Background: an optimization exercise with open tools, aiming at small area, a short achievable clock period and few clock cycles per item. Do not read the settings as production practice. In this exercise RTL edits were held to simulation tests only and were not proved equivalent to the original. No driver is modelled on the clock port, so clock power and skew are understated where the tree is cut down; a real chip needs a root buffer or a tree.

Design HT_TOP, start of the top module:
module HT_TOP(
    clk,
    rst_n,
    in_valid,
    in_weight,
    out_mode,
    out_valid,
    out_code
);
input clk, rst_n, in_valid, out_mode;
input [2:0] in_weight;
output reg out_valid, out_code;
localparam IDLE = 2'd0, INPUT = 2'd1, MERGE = 2'd3, OUTPUT = 2'd2;    
reg [1:0] st;
reg [2:0] win;        
reg [3:0] cnt;        
wire [7:0] c;         
reg       mode;
reg [4:0] W [0:7];    
reg [2:0] P [0:4];    
integer j, s;
wire       last;      
reg  [2:0] m;         
reg        rest;      
wire [2:0] tn = rest ? m - 3'd1 : 3'd6;    
assign c[0] = !cnt[3] && !cnt[0];
assign c[1] =  cnt[0] && !cnt[1];
assign c[2] =  cnt[1] && !cnt[2];
assign c[3] =  cnt[2] && !cnt[3];
assign c[4] =  cnt[3] &&  cnt[0];
assign c[5] = !cnt[0] &&  cnt[1];
assign c[6] = !cnt[1] &&  cnt[2];
assign c[7] = !cnt[2] &&  cnt[3];
assign last = (st == MERGE) && c[5];
wire [3:0] cnt_inc = {cnt[2:0], !cnt[3]};
function ge3;           
    input [2:0] a, b;
    integer i;
    reg c;
    begin
        c = 1'b1;
        for (i = 0; i < 3; i = i + 1)
            c = (a[i] & ~b[i]) | (a[i] & c) | (~b[i] & c);
        ge3 = c;
    end
endfunction
function ge5;           
    input [4:0] a, b;
    integer i;
    reg c;
    begin
        c = 1'b1;
        for (i = 0; i < 5; i = i + 1)
            c = (a[i] & ~b[i]) | (a[i] & c) | (~b[i] & c);
        ge5 = c;
    end
endfunction
wire        ins  = (st != MERGE);
wire [5:0]  S6   = W[0] + W[1];
wire [4:0]  S    = S6[5] ? 5'd31 : S6[4:0];
wire [4:0]  NEWW = ins ? {2'b00, win} : S;
reg  [9:0]  g;         
reg  [8:0]  below;     
always @(*) begin
    below[8] = 1'b0;
    for (j = 0; j < 8; j = j + 1) begin
        below[j] = 1'b0;
        for (s = 0; s < 8 - j; s = s + 1) below[j] = below[j] | c[s];
    end
end
reg  [8:0]  keep;      
reg  [9:0]  lt;        
reg  [7:0]  selN, selA, selC, selB, selP;
reg  [2:0]  np;        
reg  [4:0]  Wn [0:7];
reg  [4:0]  Wx [0:9];
always @(*) begin
  ...
For scale: ~690 cells after synthesis, ~64 flip-flops, about 9 I/O pins, about 4700 um2 of cells after synthesis.
clock: 26.0 ns
lec_check: 0
abc_area: 1
cap_margin: 20
core_margin: 2
core_utilization: 40
cts_buf_list: sky130_fd_sc_hd__clkbuf_8
slew_margin: 20
standard.sh (not shown) runs the stock make flow with config.mk's settings and CLKGATE_MAP_FILE= SYNTH_SCRIPT=/design/flow/synth_recipe.tcl, a recipe that flattens the netlist after the stock synthesis.
==> flow/flow/run.sh <==
#!/bin/bash
# The standard layout (standard.sh), with these changes:
# - synthesis maps the logic with flow/abc_area.script (flow/synth.tcl);
# - plain buffers (buf_2) on the ports in place of the delay-cell buffers
#   that the port buffering picks by default;
# - after clock tree synthesis, flow/clktree.tcl replaces the two-level
#   clock tree with one level of four clkbuf_16, each driving the registers
#   of one quarter of the core, fed from the clock port.
# Each step's full output is in orfs/logs/; make's output is in flow_make.log.
set -euo pipefail
here=$(pwd)
export FLOW_ABC_SCRIPT="$here/flow/abc_area.script"
bash standard.sh SYNTH_SCRIPT="$here/flow/synth.tcl" SETUP_SLACK_MARGIN=20.3 \
  BUFFER_PORTS_ARGS="-buffer_cell sky130_fd_sc_hd__buf_2" \
  POST_CTS_TCL="$here/flow/clktree.tcl" CLKTREE_NBUF=4 finish > flow_make.log 2>&1
==> flow/flow/abc_area.script <==
strash
dc2
dch -f
map -a
topo
dnsize -c
==> flow/flow/clktree.tcl <==
# Replace the clock tree that clock_tree_synthesis built with one level of
# NBUF clkbuf_16 buffers, each driving the registers of one region of the
# core, all fed straight from the clock port. All registers get the clock
# through one buffer of the same kind, with balanced loads.
set nbuf 4
if {[info exists ::env(CLKTREE_NBUF)]} { set nbuf $::env(CLKTREE_NBUF) }
set block [ord::get_db_block]
set db [ord::get_db]
set clkport_net [$block findNet clk]
set master [$db findMaster sky130_fd_sc_hd__clkbuf_16]

# the registers' clock pins, and the clock buffers and nets to remove
set sinks {}
set old_insts {}
foreach inst [$block getInsts] {
  set m [[$inst getMaster] getName]
  set n [$inst getName]
  if { [string match "clkbuf_*" $n] || [string match "clkload*" $n] } {
    lappend old_insts $inst
    continue
  }
  set it [$inst findITerm CLK]
  if { $it != "NULL" && $it != "" } {
    lappend sinks $it
  }
}
set old_nets {}
foreach inst $old_insts {
  foreach it [$inst getITerms] {
    set net [$it getNet]
    if { $net != "NULL" && $net != "" && [$net getName] != "clk" } {
      if { [lsearch $old_nets $net] < 0 } { lappend old_nets $net }
    }
  }
}
puts "clktree: [llength $sinks] sinks, removing [llength $old_insts] buffers and [llength $old_nets] nets"
foreach it $sinks { $it disconnect }
foreach inst $old_insts { odb::dbInst_destroy $inst }
foreach net $old_nets { odb::dbNet_destroy $net }

# split the sinks by x into nbuf groups of equal size
set pts {}
foreach it $sinks {
  set inst [$it getInst]
  set loc [$inst getLocation]
  lappend pts [list [lindex $loc 0] [lindex $loc 1] $it]
}
# groups: split by x into nx columns, each column by y into ny rows
set nx [expr {$nbuf == 4 ? 2 : $nbuf}]
set ny [expr {$nbuf / $nx}]
set pts [lsort -integer -index 0 $pts]
set n [llength $pts]
set groups {}
for {set i 0} {$i < $nx} {incr i} {
  set col [lrange $pts [expr {$i * $n / $nx}] [expr {($i + 1) * $n / $nx - 1}]]
  set col [lsort -integer -index 1 $col]
  set m [llength $col]
  for {set j 0} {$j < $ny} {incr j} {
    lappend groups [lrange $col [expr {$j * $m / $ny}] [expr {($j + 1) * $m / $ny - 1}]]
  }
}
set b 0
foreach grp $groups {
  set sx 0; set sy 0
  foreach p $grp { incr sx [lindex $p 0]; incr sy [lindex $p 1] }
  set cx [expr {$sx / [llength $grp]}]
  set cy [expr {$sy / [llength $grp]}]
  set buf [odb::dbInst_create $block $master "clkbuf_m_$b"]
  set net [odb::dbNet_create $block "clknet_m_$b"]
  $net setSigType CLOCK
  [$buf findITerm A] connect $clkport_net
  [$buf findITerm X] connect $net
  foreach p $grp { [lindex $p 2] connect $net }
  $buf setLocation $cx $cy
  $buf setPlacementStatus PLACED
  puts "clktree: buffer $b at $cx $cy drives [llength $grp] sinks"
  incr b
}
detailed_placement
check_placement -verbose
==> flow/flow/synth.tcl <==
# The standard flow's synthesis script (synth_recipe.tcl), with one change: Yosys's abc
# runs flow/abc_area.script (an area-oriented mapping) in place of ORFS's
# abc_area.script. Registers are mapped before abc, as in the standard
# synthesis, so they are the same.
proc synth {args} { yosys synth -nofsm -noshare {*}$args }
proc abc {args} {
  set i [lsearch $args -script]
  if {$i >= 0} {
    set args [lreplace $args [expr {$i + 1}] [expr {$i + 1}] $::env(FLOW_ABC_SCRIPT)]
  }
  yosys abc {*}$args
}
source $::env(SCRIPTS_DIR)/synth.tcl
# left out here: clear keep_hierarchy, flatten, clean up, hide names made inside functions, write 1_2_yosys.v
The starting point went through all stages and came out clean.
Testbench counts at the start, summed over its fixed seeds: cycles 80,215, items 2,400.
Then changed:
==> flow/flow/run.sh (replaced) <==
#!/bin/bash
# The standard layout (standard.sh), with these changes:
# - synthesis maps the logic with flow/abc_area.script (flow/synth.tcl),
#   and leaves adders to abc too (no ADDER_MAP_FILE half/full adder cells);
# - plain buffers (buf_2) on the ports in place of the delay-cell buffers
#   that the port buffering picks by default;
# - after clock tree synthesis, flow/clktree.tcl replaces the two-level
#   clock tree with one level of four clkbuf_8, each driving the registers
#   of one quarter of the core, fed from the clock port.
# Each step's full output is in orfs/logs/; make's output is in flow_make.log.
set -euo pipefail
here=$(pwd)
export FLOW_ABC_SCRIPT="$here/flow/abc_area.script"
bash standard.sh SYNTH_SCRIPT="$here/flow/synth.tcl" ADDER_MAP_FILE= SETUP_SLACK_MARGIN=20.1 \
  BUFFER_PORTS_ARGS="-buffer_cell sky130_fd_sc_hd__buf_2" \
  POST_CTS_TCL="$here/flow/clktree.tcl" CLKTREE_NBUF=4 CLKTREE_CELL=sky130_fd_sc_hd__clkbuf_8 finish > flow_make.log 2>&1
==> flow/flow/abc_area.script (replaced) <==
strash
dch -f
&get -n
&dch -f
&nf -R 1000 -p -C 32
&put
strash
dch -f
&get -n
&dch -f
&nf -R 1000 -p -C 32
&put
strash
dch -f
&get -n
&dch -f
&nf -R 1000 -p -C 32
&put
topo
dnsize -c
--- a/flow/flow/clktree.tcl
+++ b/flow/flow/clktree.tcl
@@ -1,4 +1,4 @@
 # Replace the clock tree that clock_tree_synthesis built with one level of
-# NBUF clkbuf_16 buffers, each driving the registers of one region of the
+# NBUF clock buffers (clkbuf_16 unless CLKTREE_CELL names another), each driving the registers of one region of the
 # core, all fed straight from the clock port. All registers get the clock
 # through one buffer of the same kind, with balanced loads.
@@ -8,5 +8,7 @@
 set db [ord::get_db]
 set clkport_net [$block findNet clk]
-set master [$db findMaster sky130_fd_sc_hd__clkbuf_16]
+set cell sky130_fd_sc_hd__clkbuf_16
+if {[info exists ::env(CLKTREE_CELL)]} { set cell $::env(CLKTREE_CELL) }
+set master [$db findMaster $cell]
 
 # the registers' clock pins, and the clock buffers and nets to remove
Worst hold slack is better by 0.014 ns.
Via count drops by roughly a tenth.
Worst setup slack degrades by 0.043 ns.
Design area shrinks by roughly a tenth.
Clock skew is about the same.
Utilization decreases by 2.9 points.
Global-route usage shrinks by 1.7 points.
Then changed:
==> flow/flow/run.sh (replaced) <==
#!/bin/bash
# The standard layout, with two changes:
# - plain buffers (buf_2) on the ports in place of the delay-cell buffers
#   that the port buffering picks by default;
# - after clock tree synthesis, flow/clktree.tcl replaces the two-level
#   clock tree with one level of four clkbuf_16, each driving the registers
#   of one quarter of the core, fed from the clock port.
set -euo pipefail
here=$(pwd)
bash standard.sh BUFFER_PORTS_ARGS="-buffer_cell sky130_fd_sc_hd__buf_2" \
  POST_CTS_TCL="$here/flow/clktree.tcl" CLKTREE_NBUF=4 finish > flow_make.log 2>&1
--- a/flow/flow/clktree.tcl
+++ b/flow/flow/clktree.tcl
@@ -1,4 +1,4 @@
 # Replace the clock tree that clock_tree_synthesis built with one level of
-# NBUF clock buffers (clkbuf_16 unless CLKTREE_CELL names another), each driving the registers of one region of the
+# NBUF clkbuf_16 buffers, each driving the registers of one region of the
 # core, all fed straight from the clock port. All registers get the clock
 # through one buffer of the same kind, with balanced loads.
@@ -8,7 +8,5 @@
 set db [ord::get_db]
 set clkport_net [$block findNet clk]
-set cell sky130_fd_sc_hd__clkbuf_16
-if {[info exists ::env(CLKTREE_CELL)]} { set cell $::env(CLKTREE_CELL) }
-set master [$db findMaster $cell]
+set master [$db findMaster sky130_fd_sc_hd__clkbuf_16]
 
 # the registers' clock pins, and the clock buffers and nets to remove
removed: flow/flow/abc_area.script
removed: flow/flow/synth.tcl
Outcome: Wire length rose by a few percent. Synthesized cell count increases by well over a third. Die area rose by about a fifth. Global-route usage fell by 2.2 points. Critical path depth does not change. Sequential share of layout area goes down by 4.3 points.
Then changed:
==> flow/flow/run.sh (replaced) <==
#!/bin/bash
# The standard layout (standard.sh), with these changes:
# - synthesis maps the logic with flow/abc_area.script (flow/synth.tcl),
#   and leaves adders to abc too (no ADDER_MAP_FILE half/full adder cells);
# - plain buffers (buf_2) on the ports in place of the delay-cell buffers
#   that the port buffering picks by default;
# - after clock tree synthesis, flow/clktree.tcl replaces the two-level
#   clock tree with one level of four clkbuf_8, each driving the registers
#   of one quarter of the core, fed from the clock port.
# Each step's full output is in orfs/logs/; make's output is in flow_make.log.
set -euo pipefail
here=$(pwd)
export FLOW_ABC_SCRIPT="$here/flow/abc_area.script"
bash standard.sh SYNTH_SCRIPT="$here/flow/synth.tcl" ADDER_MAP_FILE= SETUP_SLACK_MARGIN=20.1 \
  BUFFER_PORTS_ARGS="-buffer_cell sky130_fd_sc_hd__buf_2" \
  POST_CTS_TCL="$here/flow/clktree.tcl" CLKTREE_NBUF=4 CLKTREE_CELL=sky130_fd_sc_hd__clkbuf_8 finish > flow_make.log 2>&1
==> flow/flow/abc_area.script (new file) <==
strash
dc2
&get -n
&dch -f
&nf -R 1000 -p -C 32
&put
strash
dc2
&get -n
&dch -f
&nf -R 1000 -p -C 32
&put
strash
dc2
&get -n
&dch -f
&nf -R 1000 -p -C 32
&put
topo
dnsize -c
--- a/flow/flow/clktree.tcl
+++ b/flow/flow/clktree.tcl
@@ -1,4 +1,4 @@
 # Replace the clock tree that clock_tree_synthesis built with one level of
-# NBUF clkbuf_16 buffers, each driving the registers of one region of the
+# NBUF clock buffers (clkbuf_16 unless CLKTREE_CELL names another), each driving the registers of one region of the
 # core, all fed straight from the clock port. All registers get the clock
 # through one buffer of the same kind, with balanced loads.
@@ -8,5 +8,7 @@
 set db [ord::get_db]
 set clkport_net [$block findNet clk]
-set master [$db findMaster sky130_fd_sc_hd__clkbuf_16]
+set cell sky130_fd_sc_hd__clkbuf_16
+if {[info exists ::env(CLKTREE_CELL)]} { set cell $::env(CLKTREE_CELL) }
+set master [$db findMaster $cell]
 
 # the registers' clock pins, and the clock buffers and nets to remove
==> flow/flow/synth.tcl (new file) <==
# The standard flow's synthesis script (synth_recipe.tcl), with one change: Yosys's abc
# runs flow/abc_area.script (an area-oriented mapping) in place of ORFS's
# abc_area.script. Registers are mapped before abc, as in the standard
# synthesis, so they are the same.
proc synth {args} { yosys synth -nofsm -noshare {*}$args }
proc abc {args} {
  set i [lsearch $args -script]
  if {$i >= 0} {
    set args [lreplace $args [expr {$i + 1}] [expr {$i + 1}] $::env(FLOW_ABC_SCRIPT)]
  }
  yosys abc {*}$args
}
source $::env(SCRIPTS_DIR)/synth.tcl
# left out here: clear keep_hierarchy, flatten, clean up, hide names made inside functions, write 1_2_yosys.v
Register-to-register slack loses 0.03 ns.
Clock skew came out higher by 0.0033 ns.
Global-route usage goes up by 2.4 points.
Sequential share of layout area rises by 3.9 points.
Final cell count came out lower by about 28%.
In every run of this note, the design's own scripts or RTL, not TritonCTS, make the clock network.

-- static timing again, ports no longer ideal --
Ports are ideal in the flow. The routed layouts listed here were re-timed in OpenROAD.
Step 1: set_driving_cell puts a clkbuf_16 on clk and a buf_2 on each other input, an assumption about the parent block.
Step 2, shift: input delay + t, output delay - t, t = (earliest + latest rising clock arrival at the registers) / 2. This alone moves slack from input paths to output paths.
Three values: ideal ports, drivers, drivers and shift; two values: the first two.
run	shift t [ns]	setup slack, ns	clock arrival spread, ns
the first run	0.228	20.156 / 20.075 / 20.303	0.012 / 0.012
the second run	0.225	20.114 / 20.045 / 20.270	0.009 / 0.010
the third run	0.225	20.156 / 20.071 / 20.244	0.005 / 0.005
the fourth run	0.222	20.111 / 20.045 / 20.267	0.009 / 0.008
After both steps every run listed still meets setup and hold.
